This design comes from an exercise in tuning for small area, a short achievable clock period and few clock cycles per item on the open sky130 flow, not from production work.
The RTL of this run was laid out without a check of its function.

$ cat flow/config.mk
export PLATFORM = sky130hd
export DESIGN_NAME = sqrt
export DESIGN_NICKNAME = sqrt
export VERILOG_FILES = /design/flow/design.v
export SDC_FILE = /design/flow/constraint.sdc
export NUM_CORES = 4
export LEC_CHECK = 0
export CAP_MARGIN = 20
export CORE_MARGIN = 2
export CORE_UTILIZATION = 40
export SLEW_MARGIN = 20
$ cat flow/constraint.sdc
create_clock -name core_clock -period 30.0 [get_ports {clk}]
set_input_delay 6.0000 -clock core_clock [delete_from_list [all_inputs] [get_ports {clk}]]
set_output_delay 6.0000 -clock core_clock [all_outputs]
set_load 0.01 [all_outputs]
$ cat flow/design.v
module bits_mul(
input                   clk,
input                   rst_n,
input           [7:0]   count_a,
input           [7:0]   count_b,
output wire     [15:0]  result
);
reg [7:0]       count_t  [0:7];
wire [15:0]      result_t;
assign result[15:0] = result_t[15:0];   
always@(*)begin
        case(count_b[0])
                1'b1:
                        count_t[0][7:0] = count_a[7:0];
                default:
                        count_t[0][7:0] = 8'h00;
                        endcase
        case(count_b[1])
                1'b1:
                        count_t[1][7:0] = count_a[7:0];
                default:
                        count_t[1][7:0] = 8'h00;
                        endcase
        case(count_b[2])
                1'b1:
                        count_t[2][7:0] = count_a[7:0];
                default:
                        count_t[2][7:0] = 8'h00;
                        endcase
        case(count_b[3])
                1'b1:
                        count_t[3][7:0] = count_a[7:0];
                default:
                        count_t[3][7:0] = 8'h00;
                        endcase
        case(count_b[4])
                1'b1:
                        count_t[4][7:0] = count_a[7:0];
                default:
                        count_t[4][7:0] = 8'h00;
                        endcase
        case(count_b[5])
                1'b1:
                        count_t[5][7:0] = count_a[7:0];
                default:
                        count_t[5][7:0] = 8'h00;
                        endcase
        case(count_b[6])
                1'b1:
                        count_t[6][7:0] = count_a[7:0];
                default:
                        count_t[6][7:0] = 8'h00;
                        endcase
        case(count_b[7])
                1'b1:
                        count_t[7][7:0] = count_a[7:0];
                default:
                        count_t[7][7:0] = 8'h00;
                        endcase
end
assign result_t = {count_t[7],7'h0}  + {count_t[6],6'h0} + {count_t[5],5'h0} + {count_t[4],4'h0}
                                                + {count_t[3],3'h0}  + {count_t[2],2'h0}  + {count_t[1],1'h0} + {count_t[0]};
endmodule
module mul_32bits(
input                   clk,
input                   rst_n,
input wire [31:0]       count_a,
input wire [31:0]       count_b,
output wire [63:0]      result
);
wire [31:0]     count_a_abs;
wire [31:0]     count_b_abs;
wire            sign_a;
wire            sign_b;
wire [15:0]     result_t [0:16];
wire [63:0]     mul_result_t;
wire [30:0]     count_a_t;
wire [30:0]     count_b_t;
reg  [63:0]     mul_result;
assign          count_a_t = count_a - 1'b1;
assign          count_b_t = count_b - 1'b1;
assign          sign_a = 1'b0;
assign          sign_b = 1'b0;
assign          count_a_abs = sign_a ? ~count_a_t : count_a;
assign          count_b_abs = sign_b ? ~count_b_t : count_b;
assign          sign = sign_a + sign_b;
assign          mul_result_t =  {result_t[0] + {result_t[1],8'h0} + {result_t[2],16'h00} + {result_t[3],24'h000}} +
                                {{result_t[4] + {result_t[5],8'h0} + {result_t[6],16'h00} + {result_t[7],24'h000}},8'h0} +
                                {{result_t[8] + {result_t[9],8'h0} + {result_t[10],16'h00} + {result_t[11],24'h000}},16'h00} +
                                {{result_t[12] + {result_t[13],8'h0} + {result_t[14],16'h00} + {result_t[15],24'h000}},24'h00} ;
assign          result = mul_result;
always@(negedge clk or negedge rst_n)
        if(!rst_n)
                mul_result <= 64'h0;
        else if (sign)
                mul_result <= ~mul_result_t +1'b1;
        else 
                mul_result <= mul_result_t;     
bits_mul u_bits1_mul(.clk(clk), .rst_n(rst_n), .count_a(count_a_abs[7:0]), .count_b(count_b_abs[7:0]), .result(result_t[0]));
bits_mul u_bits2_mul(.clk(clk), .rst_n(rst_n), .count_a(count_a_abs[15:8]), .count_b(count_b_abs[7:0]), .result(result_t[1]));
bits_mul u_bits3_mul(.clk(clk), .rst_n(rst_n), .count_a(count_a_abs[23:16]), .count_b(count_b_abs[7:0]), .result(result_t[2]));
bits_mul u_bits4_mul(.clk(clk), .rst_n(rst_n), .count_a(count_a_abs[31:24]), .count_b(count_b_abs[7:0]), .result(result_t[3]));
bits_mul u_bits5_mul(.clk(clk), .rst_n(rst_n), .count_a(count_a_abs[7:0]), .count_b(count_b_abs[15:8]), .result(result_t[4]));
bits_mul u_bits6_mul(.clk(clk), .rst_n(rst_n), .count_a(count_a_abs[15:8]), .count_b(count_b_abs[15:8]), .result(result_t[5]));
bits_mul u_bits7_mul(.clk(clk), .rst_n(rst_n), .count_a(count_a_abs[23:16]), .count_b(count_b_abs[15:8]), .result(result_t[6]));
bits_mul u_bits8_mul(.clk(clk), .rst_n(rst_n), .count_a(count_a_abs[31:24]), .count_b(count_b_abs[15:8]), .result(result_t[7]));
bits_mul u_bits9_mul(.clk(clk), .rst_n(rst_n), .count_a(count_a_abs[7:0]), .count_b(count_b_abs[23:16]), .result(result_t[8]));
bits_mul u_bits10_mul(.clk(clk), .rst_n(rst_n), .count_a(count_a_abs[15:8]), .count_b(count_b_abs[23:16]), .result(result_t[9]));
bits_mul u_bits11_mul(.clk(clk), .rst_n(rst_n), .count_a(count_a_abs[23:16]), .count_b(count_b_abs[23:16]), .result(result_t[10]));
bits_mul u_bits12_mul(.clk(clk), .rst_n(rst_n), .count_a(count_a_abs[31:24]), .count_b(count_b_abs[23:16]), .result(result_t[11]));
bits_mul u_bits13_mul(.clk(clk), .rst_n(rst_n), .count_a(count_a_abs[7:0]), .count_b(count_b_abs[31:24]), .result(result_t[12]));
bits_mul u_bits14_mul(.clk(clk), .rst_n(rst_n), .count_a(count_a_abs[15:8]), .count_b(count_b_abs[31:24]), .result(result_t[13]));
bits_mul u_bits15_mul(.clk(clk), .rst_n(rst_n), .count_a(count_a_abs[23:16]), .count_b(count_b_abs[31:24]), .result(result_t[14]));
bits_mul u_bits16_mul(.clk(clk), .rst_n(rst_n), .count_a(count_a_abs[31:24]), .count_b(count_b_abs[31:24]), .result(result_t[15]));
endmodule
module sqrt #(parameter width=64)
(
input                                       clk,
input                                       rst_n,
input                                       start,
input   [width - 1'b1 : 0]          sqrt_data,
output  [width/2 - 1'b1 : 0]    sqrt_o,
output                          done
);
parameter   IDLE     =6'd0;
parameter   ST_1B    =6'd1;
parameter   ST_2B    =6'd2;
parameter   ST_3B    =6'd3;
parameter   ST_4B    =6'd4;
parameter   ST_5B    =6'd5;
parameter   ST_6B    =6'd6;
parameter   ST_7B    =6'd7;
parameter   ST_8B    =6'd8;
parameter   ST_9B    =6'd9;
parameter   ST_10B   =6'd10;
parameter   ST_11B   =6'd11;
parameter   ST_12B   =6'd12;
parameter   ST_13B   =6'd13;
parameter   ST_14B   =6'd14;
parameter   ST_15B   =6'd15;
parameter   ST_16B   =6'd16;
parameter   ST_17B   =6'd17;
parameter   ST_18B   =6'd18;
parameter   ST_19B   =6'd19;
parameter   ST_20B   =6'd20;
parameter   ST_21B   =6'd21;
parameter   ST_22B   =6'd22;
parameter   ST_23B   =6'd23;
parameter   ST_24B   =6'd24;
parameter   ST_25B   =6'd25;
parameter   ST_26B   =6'd26;
parameter   ST_27B   =6'd27;
parameter   ST_28B   =6'd28;
parameter   ST_29B   =6'd29;
parameter   ST_30B   =6'd30;
parameter   ST_31B   =6'd31;
parameter   ST_32B   =6'd32;
parameter   SQRT_END =6'd33;
reg     [width - 1'b1 : 0]      sqrt_data_r0;
reg     [width/2 - 1'b1: 0]     sqrt_t;
reg     [5:0]                   sqrt_t_wd;
reg     [5:0]                   sqrt_st;
reg     [5:0]                   sqrt_next_st;
reg     [5:0]                   sqrt_st_t;
reg                             done_t;
reg     [2:0]                   cnt;
reg                             sqrt_en;
reg                             sqrt_en_r;
reg     [width/2 - 1'b1: 0]     sqrt_o_t;
wire    [width - 1'b1 : 0]      mul_res;
reg                             busy;
wire                            accept;
assign accept = start & ~busy;
assign done = ~busy;
always @(posedge clk or negedge rst_n) begin
    if(!rst_n)
        busy <= 1'b0;
    else if (accept)
        busy <= 1'b1;
    else if (sqrt_st == SQRT_END && cnt == 3'h1)
        busy <= 1'b0;
end
always @(posedge clk or negedge rst_n) begin
    if(!rst_n)
        sqrt_data_r0 <= 0;
    else if (accept)
        sqrt_data_r0 <= sqrt_data; 
end
always @(posedge clk or negedge rst_n) begin
    if(!rst_n)
        sqrt_en <= 1'b0;
    else
        sqrt_en <= accept;
end
always @(posedge clk or negedge rst_n) 
    if(!rst_n)
        sqrt_en_r <= 1'b0;
    else
        sqrt_en_r <= sqrt_en;
always @(posedge clk or negedge rst_n) begin
    if(!rst_n)
        sqrt_t_wd <= 5'h00;
    else if (sqrt_en)
        if(sqrt_data_r0[63] || sqrt_data_r0[62])
            sqrt_t_wd <= 6'd32;
        else if(sqrt_data_r0[61] || sqrt_data_r0[60])
            sqrt_t_wd <= 6'd31;
        else if(sqrt_data_r0[59] || sqrt_data_r0[58])
            sqrt_t_wd <= 6'd30;
        else if(sqrt_data_r0[57] || sqrt_data_r0[56])
            sqrt_t_wd <= 6'd29;
        else if(sqrt_data_r0[55] || sqrt_data_r0[54])
            sqrt_t_wd <= 6'd28;
        else if(sqrt_data_r0[53] || sqrt_data_r0[52])
            sqrt_t_wd <= 6'd27;
        else if(sqrt_data_r0[51] || sqrt_data_r0[50])
            sqrt_t_wd <= 6'd26;
        else if(sqrt_data_r0[49] || sqrt_data_r0[48])
            sqrt_t_wd <= 6'd25;
        else if(sqrt_data_r0[47] || sqrt_data_r0[46])
            sqrt_t_wd <= 6'd24;
        else if(sqrt_data_r0[45] || sqrt_data_r0[44])
            sqrt_t_wd <= 6'd23;
        else if(sqrt_data_r0[43] || sqrt_data_r0[42])
            sqrt_t_wd <= 6'd22;
        else if(sqrt_data_r0[41] || sqrt_data_r0[40])
            sqrt_t_wd <= 6'd21;
        else if(sqrt_data_r0[39] || sqrt_data_r0[38])
            sqrt_t_wd <= 6'd20;
        else if(sqrt_data_r0[37] || sqrt_data_r0[36])
            sqrt_t_wd <= 6'd19;
        else if(sqrt_data_r0[35] || sqrt_data_r0[34])
            sqrt_t_wd <= 6'd18;
        else if(sqrt_data_r0[33] || sqrt_data_r0[32])
            sqrt_t_wd <= 6'd17;
        else if(sqrt_data_r0[31] || sqrt_data_r0[30])
            sqrt_t_wd <= 6'd16;
        else if(sqrt_data_r0[29] || sqrt_data_r0[28])
            sqrt_t_wd <= 6'd15;
        else if(sqrt_data_r0[27] || sqrt_data_r0[26])
            sqrt_t_wd <= 6'd14;
        else if(sqrt_data_r0[25] || sqrt_data_r0[24])
            sqrt_t_wd <= 6'd13;
        else if(sqrt_data_r0[23] || sqrt_data_r0[22])
            sqrt_t_wd <= 6'd12;
        else if(sqrt_data_r0[21] || sqrt_data_r0[20])
            sqrt_t_wd <= 6'd11;
        else if(sqrt_data_r0[19] || sqrt_data_r0[18])
            sqrt_t_wd <= 6'd10;
        else if(sqrt_data_r0[17] || sqrt_data_r0[16])
            sqrt_t_wd <= 6'd9;
        else if(sqrt_data_r0[15] || sqrt_data_r0[14])
            sqrt_t_wd <= 6'd8;
        else if(sqrt_data_r0[13] || sqrt_data_r0[12])
            sqrt_t_wd <= 6'd7;
        else if(sqrt_data_r0[11] || sqrt_data_r0[10])
            sqrt_t_wd <= 6'd6;
        else if(sqrt_data_r0[9] || sqrt_data_r0[8])
            sqrt_t_wd <= 6'd5;
        else if(sqrt_data_r0[7] || sqrt_data_r0[6])
            sqrt_t_wd <= 6'd4;
        else if(sqrt_data_r0[5] || sqrt_data_r0[4])
            sqrt_t_wd <= 6'd3;
        else if(sqrt_data_r0[3] || sqrt_data_r0[2])
            sqrt_t_wd <= 6'd2;
        else if(sqrt_data_r0[1] || sqrt_data_r0[0])
            sqrt_t_wd <= 6'd1;
        else
            sqrt_t_wd <= 6'd0;
    else
            sqrt_t_wd <= 6'd0;    
end
always @(negedge clk or negedge rst_n)begin
    if(!rst_n)
        sqrt_next_st <= IDLE;
    else if(sqrt_en_r) begin
        case(sqrt_t_wd)
            6'd32 : 
            sqrt_next_st <= ST_32B;
            6'd31 : 
            sqrt_next_st <= ST_31B;
            6'd30 : 
            sqrt_next_st <= ST_30B;
            6'd29 : 
            sqrt_next_st <= ST_29B;
            6'd28 : 
            sqrt_next_st <= ST_28B;
            6'd27 : 
            sqrt_next_st <= ST_27B;
            6'd26 : 
            sqrt_next_st <= ST_26B;
            6'd25 : 
            sqrt_next_st <= ST_25B;
            6'd24 : 
            sqrt_next_st <= ST_24B;
            6'd23 : 
            sqrt_next_st <= ST_23B;
            6'd22 : 
            sqrt_next_st <= ST_22B;
            6'd21 : 
            sqrt_next_st <= ST_21B;
            6'd20 : 
            sqrt_next_st <= ST_20B;
            6'd19 : 
            sqrt_next_st <= ST_19B;
            6'd18 : 
            sqrt_next_st <= ST_18B;
            6'd17 : 
            sqrt_next_st <= ST_17B;
            6'd16 : 
            sqrt_next_st <= ST_16B;
            6'd15 : 
            sqrt_next_st <= ST_15B;
            6'd14 : 
            sqrt_next_st <= ST_14B;
            6'd13 : 
            sqrt_next_st <= ST_13B;
            6'd12 : 
            sqrt_next_st <= ST_12B;
            6'd11 : 
            sqrt_next_st <= ST_11B;
            6'd10 : 
            sqrt_next_st <= ST_10B;
            6'd9 : 
            sqrt_next_st <= ST_9B;
            6'd8 : 
            sqrt_next_st <= ST_8B;
            6'd7 : 
            sqrt_next_st <= ST_7B;
            6'd6 : 
            sqrt_next_st <= ST_6B;
            6'd5 : 
            sqrt_next_st <= ST_5B;
            6'd4 : 
            sqrt_next_st <= ST_4B;
            6'd3 : 
            sqrt_next_st <= ST_3B;
            6'd2 : 
            sqrt_next_st <= ST_2B;
            6'd1 : 
            sqrt_next_st <= ST_1B;
            default :
            sqrt_next_st <= SQRT_END;
        endcase
    end
    else begin
        if(cnt == 3'h1)
        case(sqrt_st)
            ST_32B :
            if(mul_res == sqrt_data_r0)
                sqrt_next_st <= SQRT_END;  
            else           
                sqrt_next_st <= ST_31B;
            ST_31B :  
            if(mul_res == sqrt_data_r0)
                sqrt_next_st <= SQRT_END;  
            else           
                sqrt_next_st <= ST_30B;
            ST_30B :
            if(mul_res == sqrt_data_r0)
                sqrt_next_st <= SQRT_END;  
            else
                sqrt_next_st <= ST_29B;
            ST_29B :
            if(mul_res == sqrt_data_r0)
                sqrt_next_st <= SQRT_END;  
            else 
                sqrt_next_st <= ST_28B;            
            ST_28B : 
            if(mul_res == sqrt_data_r0)
                sqrt_next_st <= SQRT_END;  
            else
                sqrt_next_st <= ST_27B;
            ST_27B : 
            if(mul_res == sqrt_data_r0)
                sqrt_next_st <= SQRT_END;  
            else
                sqrt_next_st <= ST_26B;
            ST_26B : 
            if(mul_res == sqrt_data_r0)
                sqrt_next_st <= SQRT_END;  
            else
                sqrt_next_st <= ST_25B;
            ST_25B : 
            if(mul_res == sqrt_data_r0)
                sqrt_next_st <= SQRT_END;  
            else
                sqrt_next_st <= ST_24B;
            ST_24B : 
            if(mul_res == sqrt_data_r0)
                sqrt_next_st <= SQRT_END;  
            else
                sqrt_next_st <= ST_23B;
            ST_23B : 
            if(mul_res == sqrt_data_r0)
                sqrt_next_st <= SQRT_END;  
            else
                sqrt_next_st <= ST_22B;
            ST_22B : 
            if(mul_res == sqrt_data_r0)
                sqrt_next_st <= SQRT_END;  
            else
                sqrt_next_st <= ST_21B;
            ST_21B : 
            if(mul_res == sqrt_data_r0)
                sqrt_next_st <= SQRT_END;  
            else
                sqrt_next_st <= ST_20B;
            ST_20B : 
            if(mul_res == sqrt_data_r0)
                sqrt_next_st <= SQRT_END;  
            else
                sqrt_next_st <= ST_19B;
            ST_19B : 
            if(mul_res == sqrt_data_r0)
                sqrt_next_st <= SQRT_END;  
            else
                sqrt_next_st <= ST_18B;
            ST_18B : 
            if(mul_res == sqrt_data_r0)
                sqrt_next_st <= SQRT_END;  
            else
                sqrt_next_st <= ST_17B;
            ST_17B : 
            if(mul_res == sqrt_data_r0)
                sqrt_next_st <= SQRT_END;  
            else
                sqrt_next_st <= ST_16B;
            ST_16B : 
            if(mul_res == sqrt_data_r0)
                sqrt_next_st <= SQRT_END;  
            else
                sqrt_next_st <= ST_15B;
            ST_15B : 
            if(mul_res == sqrt_data_r0)
                sqrt_next_st <= SQRT_END;  
            else
                sqrt_next_st <= ST_14B;
            ST_14B : 
            if(mul_res == sqrt_data_r0)
                sqrt_next_st <= SQRT_END;  
            else
                sqrt_next_st <= ST_13B;
            ST_13B : 
            if(mul_res == sqrt_data_r0)
                sqrt_next_st <= SQRT_END;  
            else
                sqrt_next_st <= ST_12B;
            ST_12B : 
            if(mul_res == sqrt_data_r0)
                sqrt_next_st <= SQRT_END;  
            else
                sqrt_next_st <= ST_11B;
            ST_11B : 
            if(mul_res == sqrt_data_r0)
                sqrt_next_st <= SQRT_END;  
            else
                sqrt_next_st <= ST_10B;
            ST_10B : 
            if(mul_res == sqrt_data_r0)
                sqrt_next_st <= SQRT_END;  
            else
                sqrt_next_st <= ST_9B;
            ST_9B : 
            if(mul_res == sqrt_data_r0)
                sqrt_next_st <= SQRT_END;  
            else
                sqrt_next_st <= ST_8B;
            ST_8B : 
            if(mul_res == sqrt_data_r0)
                sqrt_next_st <= SQRT_END;  
            else
                sqrt_next_st <= ST_7B;
            ST_7B : 
            if(mul_res == sqrt_data_r0)
                sqrt_next_st <= SQRT_END;  
            else
                sqrt_next_st <= ST_6B;
            ST_6B : 
            if(mul_res == sqrt_data_r0)
                sqrt_next_st <= SQRT_END;  
            else
                sqrt_next_st <= ST_5B;
            ST_5B : 
            if(mul_res == sqrt_data_r0)
                sqrt_next_st <= SQRT_END;  
            else
                sqrt_next_st <= ST_4B;
            ST_4B : 
            if(mul_res == sqrt_data_r0)
                sqrt_next_st <= SQRT_END;  
            else
                sqrt_next_st <= ST_3B;
            ST_3B : 
            if(mul_res == sqrt_data_r0)
                sqrt_next_st <= SQRT_END;  
            else
                sqrt_next_st <= ST_2B;
            ST_2B : 
            if(mul_res == sqrt_data_r0)
                sqrt_next_st <= SQRT_END;  
            else
                sqrt_next_st <= ST_1B;
            ST_1B : 
            if(mul_res == sqrt_data_r0)
                sqrt_next_st <= SQRT_END;  
            else
                sqrt_next_st <= SQRT_END;
            SQRT_END :
                sqrt_next_st <= IDLE;
            default :
                sqrt_next_st <= IDLE;
        endcase
    end
end
always @(posedge clk or negedge rst_n) 
    if(!rst_n)begin
        sqrt_st <= IDLE;
        sqrt_st_t <= IDLE; 
        end
    else begin
        sqrt_st <= sqrt_next_st;
        sqrt_st_t <= sqrt_st;
        end
assign cnt_en = (sqrt_st == IDLE) ? 1'b0 : 1'b1; 
assign cnt_rst = (sqrt_st == sqrt_next_st) ? 1'b0 : 1'b1; 
always @(posedge clk or negedge rst_n) 
    if(!rst_n)
        cnt <= 3'h0;
    else if (cnt_rst)
        cnt <= 3'h0;
    else if(cnt_en)
        if(cnt < 3'h2)
            cnt <= cnt + 1'b1;
always @(posedge clk or negedge rst_n) begin
    if (!rst_n) begin
        sqrt_t <= 32'h0;
        sqrt_o_t <= 32'h0;
        done_t <= 1'b1;
        end
    else begin
        case(sqrt_st)
            IDLE   :begin
                sqrt_t <= 32'h0;                
                done_t <= 1'b1;
                end
            ST_32B : begin
                if(cnt == 3'h0 )
                sqrt_t <= sqrt_t + 32'h8000_0000;
                done_t <= 1'b0;
                end
            ST_31B : begin
                if(cnt == 3'h0 )
                sqrt_t <= sqrt_t + 32'h4000_0000;
                else if(cnt == 3'h1 )
                    if(mul_res > sqrt_data_r0)
                        sqrt_t <= sqrt_t - 32'h4000_0000;
                done_t <= 1'b0;
                end 
            ST_30B :begin
                if(cnt == 3'h0 )
                sqrt_t <= sqrt_t + 32'h2000_0000;
                else if(cnt == 3'h1  )
                    if(mul_res > sqrt_data_r0)
                        sqrt_t <= sqrt_t - 32'h2000_0000;
                done_t <= 1'b0;
                end                
            ST_29B :begin
                if(cnt == 3'h0 )
                sqrt_t <= sqrt_t + 32'h1000_0000;
                else if(cnt == 3'h1  )
                    if(mul_res > sqrt_data_r0)
                        sqrt_t <= sqrt_t - 32'h1000_0000;
                done_t <= 1'b0;
                end                          
            ST_28B :begin
                if(cnt == 3'h0 )
                sqrt_t <= sqrt_t + 32'h0800_0000;
                else if(cnt == 3'h1  )
                    if(mul_res > sqrt_data_r0)
                        sqrt_t <= sqrt_t - 32'h0800_0000;
                done_t <= 1'b0;
                end                 
            ST_27B :begin
                if(cnt == 3'h0 )
                sqrt_t <= sqrt_t + 32'h0400_0000;
                else if(cnt == 3'h1  )
                    if(mul_res > sqrt_data_r0)
                        sqrt_t <= sqrt_t - 32'h0400_0000;
                done_t <= 1'b0;
                end                 
            ST_26B :begin
                if(cnt == 3'h0 )
                sqrt_t <= sqrt_t + 32'h0200_0000;
                else if(cnt == 3'h1  )
                    if(mul_res > sqrt_data_r0)
                        sqrt_t <= sqrt_t - 32'h0200_0000;
                done_t <= 1'b0;
                end                
            ST_25B :begin
                if(cnt == 3'h0 )
                sqrt_t <= sqrt_t + 32'h0100_0000;
                else if(cnt == 3'h1  )
                    if(mul_res > sqrt_data_r0)
                        sqrt_t <= sqrt_t - 32'h0100_0000;
                done_t <= 1'b0;
                end                 
            ST_24B :begin
                if(cnt == 3'h0 )
                sqrt_t <= sqrt_t + 32'h0080_0000;
                else if(cnt == 3'h1  )
                    if(mul_res > sqrt_data_r0)
                        sqrt_t <= sqrt_t - 32'h0080_0000;
                done_t <= 1'b0;
                end               
            ST_23B :begin
                if(cnt == 3'h0 )
                sqrt_t <= sqrt_t + 32'h0040_0000;
                else if(cnt == 3'h1  )
                    if(mul_res > sqrt_data_r0)
                        sqrt_t <= sqrt_t - 32'h0040_0000;
                done_t <= 1'b0;
                end                 
            ST_22B :begin
                if(cnt == 3'h0 )
                sqrt_t <= sqrt_t + 32'h0020_0000;
                else if(cnt == 3'h1  )
                    if(mul_res > sqrt_data_r0)
                        sqrt_t <= sqrt_t - 32'h0020_0000;
                done_t <= 1'b0;
                end
            ST_21B :begin
                if(cnt == 3'h0 )
                sqrt_t <= sqrt_t + 32'h0010_0000;
                else if(cnt == 3'h1  )
                    if(mul_res > sqrt_data_r0)
                        sqrt_t <= sqrt_t - 32'h0010_0000;
                done_t <= 1'b0;
                end
            ST_20B :begin
                if(cnt == 3'h0 )
                sqrt_t <= sqrt_t + 32'h0008_0000;
                else if(cnt == 3'h1  )
                    if(mul_res > sqrt_data_r0)
                        sqrt_t <= sqrt_t - 32'h0008_0000;
                done_t <= 1'b0;
                end                
            ST_19B :begin
                if(cnt == 3'h0 )
                sqrt_t <= sqrt_t + 32'h0004_0000;
                else if(cnt == 3'h1  )
                    if(mul_res > sqrt_data_r0)
                        sqrt_t <= sqrt_t - 32'h0004_0000;
                done_t <= 1'b0;
                end
            ST_18B :begin
                if(cnt == 3'h0 )
                sqrt_t <= sqrt_t + 32'h0002_0000;
                else if(cnt == 3'h1  )
                    if(mul_res > sqrt_data_r0)
                        sqrt_t <= sqrt_t - 32'h0002_0000;
                done_t <= 1'b0;
                end
            ST_17B :begin
                if(cnt == 3'h0 )
                sqrt_t <= sqrt_t + 32'h0001_0000;
                else if(cnt == 3'h1  )
                    if(mul_res > sqrt_data_r0)
                        sqrt_t <= sqrt_t - 32'h0001_0000;
                done_t <= 1'b0;
                end
            ST_16B :begin
                if(cnt == 3'h0 )
                sqrt_t <= sqrt_t + 32'h0000_8000;
                else if(cnt == 3'h1  )
                    if(mul_res > sqrt_data_r0)
                        sqrt_t <= sqrt_t - 32'h0000_8000;
                done_t <= 1'b0;
                end
            ST_15B :begin
                if(cnt == 3'h0 )
                sqrt_t <= sqrt_t + 32'h0000_4000;
                else if(cnt == 3'h1  )
                    if(mul_res > sqrt_data_r0)
                        sqrt_t <= sqrt_t - 32'h0000_4000;
                done_t <= 1'b0;
                end
            ST_14B : begin
                if(cnt == 3'h0 )
                sqrt_t <= sqrt_t + 32'h0000_2000;
                else if(cnt == 3'h1  )
                    if(mul_res > sqrt_data_r0)
                        sqrt_t <= sqrt_t - 32'h0000_2000;
                done_t <= 1'b0;
                end                
            ST_13B : begin
                if(cnt == 3'h0 )
                sqrt_t <= sqrt_t + 32'h0000_1000;
                else if(cnt == 3'h1  )
                    if(mul_res > sqrt_data_r0)
                        sqrt_t <= sqrt_t - 32'h0000_1000;
                done_t <= 1'b0;
                end                
            ST_12B :begin
                if(cnt == 3'h0 )
                sqrt_t <= sqrt_t + 32'h0000_0800;
                else if(cnt == 3'h1  )
                    if(mul_res > sqrt_data_r0)
                        sqrt_t <= sqrt_t - 32'h0000_0800;
                done_t <= 1'b0;
                end                 
            ST_11B :begin
                if(cnt == 3'h0 )
                sqrt_t <= sqrt_t + 32'h0000_0400;
                else if(cnt == 3'h1  )
                    if(mul_res > sqrt_data_r0)
                        sqrt_t <= sqrt_t - 32'h0000_0400;
                done_t <= 1'b0;
                end                
            ST_10B :begin
                if(cnt == 3'h0 )
                sqrt_t <= sqrt_t + 32'h0000_0200;
                else if(cnt == 3'h1  )
                    if(mul_res > sqrt_data_r0)
                        sqrt_t <= sqrt_t - 32'h0000_0200;
                done_t <= 1'b0;
                end                
            ST_9B :begin
                if(cnt == 3'h0 )
                sqrt_t <= sqrt_t + 32'h0000_0100;
                else if(cnt == 3'h1  )
                    if(mul_res > sqrt_data_r0)
                        sqrt_t <= sqrt_t - 32'h0000_0100;
                done_t <= 1'b0;
                end                 
            ST_8B :begin
                if(cnt == 3'h0 )
                sqrt_t <= sqrt_t + 32'h0000_0080;
                else if(cnt == 3'h1  )
                    if(mul_res > sqrt_data_r0)
                        sqrt_t <= sqrt_t - 32'h0000_0080;
                done_t <= 1'b0;
                end                
            ST_7B :begin
                if(cnt == 3'h0 )
                sqrt_t <= sqrt_t + 32'h0000_0040;
                else if(cnt == 3'h1  )
                    if(mul_res > sqrt_data_r0)
                        sqrt_t <= sqrt_t - 32'h0000_0040;
                done_t <= 1'b0;
                end
            ST_6B :begin
                if(cnt == 3'h0 )
                sqrt_t <= sqrt_t + 32'h0000_0020;
                else if(cnt == 3'h1  )
                    if(mul_res > sqrt_data_r0)
                        sqrt_t <= sqrt_t - 32'h0000_0020;
                done_t <= 1'b0;
                end
            ST_5B :begin
                if(cnt == 3'h0 )
                sqrt_t <= sqrt_t + 32'h0000_0010;
                else if(cnt == 3'h1  )
                    if(mul_res > sqrt_data_r0)
                        sqrt_t <= sqrt_t - 32'h0000_0010;
                done_t <= 1'b0;
                end 
            ST_4B :begin
                if(cnt == 3'h0 )
                sqrt_t <= sqrt_t + 32'h0000_0008;
                else if(cnt == 3'h1  )
                    if(mul_res > sqrt_data_r0)
                        sqrt_t <= sqrt_t - 32'h0000_0008;
                done_t <= 1'b0;
                end
            ST_3B : begin
                if(cnt == 3'h0 )
                sqrt_t <= sqrt_t + 32'h0000_0004;
                else if(cnt == 3'h1  )
                    if(mul_res > sqrt_data_r0)
                        sqrt_t <= sqrt_t - 32'h0000_0004;
                done_t <= 1'b0;
                end
            ST_2B : begin
                if(cnt == 3'h0 )
                sqrt_t <= sqrt_t + 32'h0000_0002;
                else if(cnt == 3'h1  )
                    if(mul_res > sqrt_data_r0)
                        sqrt_t <= sqrt_t - 32'h0000_0002;
                done_t <= 1'b0;
                end
            ST_1B :begin
                if(cnt == 3'h0 )
                sqrt_t <= sqrt_t + 32'h0000_0001;
                else if(cnt == 3'h1  )
                    if(mul_res > sqrt_data_r0)
                        sqrt_t <= sqrt_t - 32'h0000_0001;
                done_t <= 1'b0;
                end                
            SQRT_END : begin
                if(cnt == 3'h1  )begin
                    sqrt_t <= 32'h0;
                    sqrt_o_t <= sqrt_t;
                    done_t <= 1'b1;
                    end
                end
            default :begin
                sqrt_t <= 32'h0;
                sqrt_o_t <= 32'h0;
                done_t <= 1'b1;
                end   
        endcase          
    end
end
assign sqrt_o = sqrt_o_t;
mul_32bits u_mul_32bits(
    .clk    (clk),
    .rst_n  (rst_n),
    .count_a(sqrt_t),
    .count_b(sqrt_t),
    .result (mul_res)
);
endmodule
$ cat flow/run.sh
#!/bin/bash
# synth_recipe.tcl (not shown) runs the flow's synth.tcl, then flattens the netlist and writes it again
# the make line also repeats each setting of config.mk as NAME=value (left out here)
make -C /OpenROAD-flow-scripts/flow DESIGN_CONFIG=/design/flow/config.mk WORK_HOME=/design/flow/orfs CLKGATE_MAP_FILE= SYNTH_SCRIPT=/design/flow/synth_recipe.tcl finish
==> notes.md <==
[layer usage]
metal / up-vias / GRT usage [%]
li1: 24300 / -
met4: 8 / 13.1
met2: 2764 / 47.4
met5: - / 0
met1: 26800 / 45.0
met3: 598 / 8.84
[logic make-up (layout without fill, tap and decap cells)]
group / after synthesis / in the layout / share of synthesized area [%]
simple gates: 1958 / 1958 / 15.6
compound gates: 1950 / 1950 / 21.7
fa+ha+maj: 1413 / 1413 / 39.3
buf+inv: 991 / 1010 / 6.72
xor+xnor: 394 / 394 / 6.12
flops: 215 / 215 / 9.54
mux: 52 / 52 / 0.992
other cells: 0 / 3 / 0
[synth_stat cells, types with 63 or more instances]
cell	n
inv_1	659
nand4_1	66
nand2_1	599
nor2_1	763
o21ai_0	484
dfrtn_1	69
fa_1	600
clkbuf_1	234
nand3_1	73
and2_1	70
a21oi_1	566
a31oi_1	67
nor3_1	88
xor2_1	116
ha_1	812
o21bai_1	71
a21o_1	161
dfrtp_1	146
xnor2_1	278
nor2b_1	63
o22ai_1	84
[sequential cells by signal, summed over array words and instances, names as in the netlist, 3 cells and up]
name,count
sqrt_next_st,6
u_mul_32bits.mul_result,63
sqrt_data_r0,64
sqrt_t_wd,6
cnt,3
sqrt_t,32
sqrt_o_t,32
sqrt_st,6
[worst max-delay path, delay by kind of cell (launching register included)]
family                     cells  cell delay [ns]
xor gates and xnor gates       3             0.49
adders and majority gates     17             6.49
and+or+nand+nor               10             1.32
DFF                            1             0.39
AOI/OAI and AO/OA             23             4.89
buffers and inverters          4             0.53
[cell type report]
type / instances / area [um^2] / share of cell area (%)
Inverter: 679 / 2550 / 4.18
Antenna cell: 3 / 7.51 / 0.0123
Timing Repair Buffer: 277 / 2340 / 3.84
Clock inverter: 23 / 300 / 0.491
Sequential cell: 215 / 5380 / 8.81
Clock buffer: 31 / 764 / 1.25
Multi-Input combinational cell: 5767 / 47400 / 77.6
Tap cell: 1876 / 2350 / 3.84
[through the flow]
stage / setup WS (ns) / hold slack, ns / TNS, ns / instance area, um^2
floorplan: 1.58 / 0.367 / 0 / 56400
global placement: 0.628 / 0.463 / 0 / 60000
detailed placement: 0.519 / 0.470 / 0 / 60000
CTS: 0.427 / 0.484 / 0 / 61000
global route: -0.0101 / 0.498 / -0.0101 / 61100
finish: 0.683 / 0.476 / 0 / 61100
[worst max path at each step]
stage / startpoint / to / slack, ns / cells past startpoint
floorplan: sqrt_t[13]$_DFFE_PN0P_ / u_mul_32bits.mul_result[61]$_DFF_NN0_ / 1.58 / 57
global placement: sqrt_t[1]$_DFFE_PN0P_ / u_mul_32bits.mul_result[61]$_DFF_NN0_ / 0.63 / 57
detailed placement: sqrt_t[1]$_DFFE_PN0P_ / u_mul_32bits.mul_result[61]$_DFF_NN0_ / 0.52 / 57
CTS: sqrt_t[1]$_DFFE_PN0P_ / u_mul_32bits.mul_result[61]$_DFF_NN0_ / 0.43 / 57
global route: sqrt_t[0]$_DFFE_PN0P_ / u_mul_32bits.mul_result[61]$_DFF_NN0_ / -0.01 / 57
finish: sqrt_t[0]$_DFFE_PN0P_ / u_mul_32bits.mul_result[61]$_DFF_NN0_ / 0.68 / 57
==> flow_metrics.tcl <==
set metrics [dict create \
    final_common_cell "ha_1" \
    place_congestion 1.05 \
    path_max_fanout 11 \
    wl_met3_mm 26.0 \
    slowest_stage "fa_1" \
    detail-route-antenna-nets 0 \
    area_delta_synth_final_pct 8.34 \
    hpwl_mm 189 \
    cp-end-kind "flop" \
    slowest_delay_ns 0.59 \
    via_per_inst 6.14 \
    finalNetCount 8448 \
    min_path_type "reg2reg" \
    drv_cap 0 \
    crit_type "reg2reg" \
    dieWidth_um 380 \
    drive_gt1_share_pct 5.18 \
    post_cts_resized 0 \
    initial_utilization_pct 40.4 \
    synthesis.area_mm2 0.0564 \
    coreArea_mm2 0.140 \
    grt_pass1_wl_mm 353 \
    drc_errors 0 \
    final_cell_mix "ha_1, nor2_1, inv_1" \
    hold_violations 0 \
    placedCellCount 8814 \
    grt_max_degree 125 \
    yosys-top-cells-area "fa_1, ha_1, dfrtp_1" \
    drtIter0Drc 6213 \
    synth_edf_count 0 \
    r2r_slack_ns 0.68 \
    clkTransAtPathRegs_ns 0.07 \
    synth.ff_latch_count 215 \
    post_cts_buffers 0 \
    vias 54500 \
    wl_per_cell_um 27.2 \
    r2r_start "sqrt_t[0]$_DFFE_PN0P_" \
    drv_slew 0 \
    antenna_found_initial 12 \
    ys_types 101 \
    dieArea_mm2 0.144 \
    ys.warnings.count 8 \
    critical_path_required_ns 15.46 \
    ios 100 \
    hold_end "sqrt_o_t[14]$_DFFE_PN0P_" \
    cts_buffer_depth 3 \
    arrival_ns 14.77 \
    synth_area_leader_cell "fa_1" \
    h-tree-depth 1 \
    setup_violations 0 \
    fin_util_pct 43.7 \
    io_buffers 99 \
    holdPathStages 2 \
    grt_usage_pct 32.4 \
    slew_headroom_pct 10.6 \
    cts_num_sinks 215 \
    fin_cells 8871 \
    synth_async_sr_flop_share_pct 100 \
    start_kind "flop" \
    row_count 137 \
    met2_length_mm 100 \
    clock_latency_ns 0.68 \
    fin_worst_skew_ns 0.0556 \
    fillers 14000 \
    grt_pass1_vias 53000 \
    hold_buffers 0 \
    rr_worst_depth 57 \
    cts_buffers 29 \
    overflow 0 \
    root_buffer "clkbuf_16" \
    path_common_cell "ha_1" \
    wl_met1_mm 103 \
    ys.flop_type "dfrtp_1" \
    highest_layer "met5" \
    syn_area_per_cell_um2 8.09 \
    rr_endpoint "u_mul_32bits.mul_result[61]$_DFF_NN0_" \
    synth.top_cell.area_share_pct 21.3 \
    cts_tree "done" \
    postSynthCellCount 6973 \
    drtPass1Iterations 6 \
    ys_seq_area_share_pct 9.54 \
    die_h_um 380 \
    worst_slew_pin_slew_ns 1.34 \
    status "timing/DRC/antenna clean" \
    syn_nets 8452 \
    drt-total-wl_mm 241 \
    min-delay-start "sqrt_o_t[14]$_DFFE_PN0P_" \
]
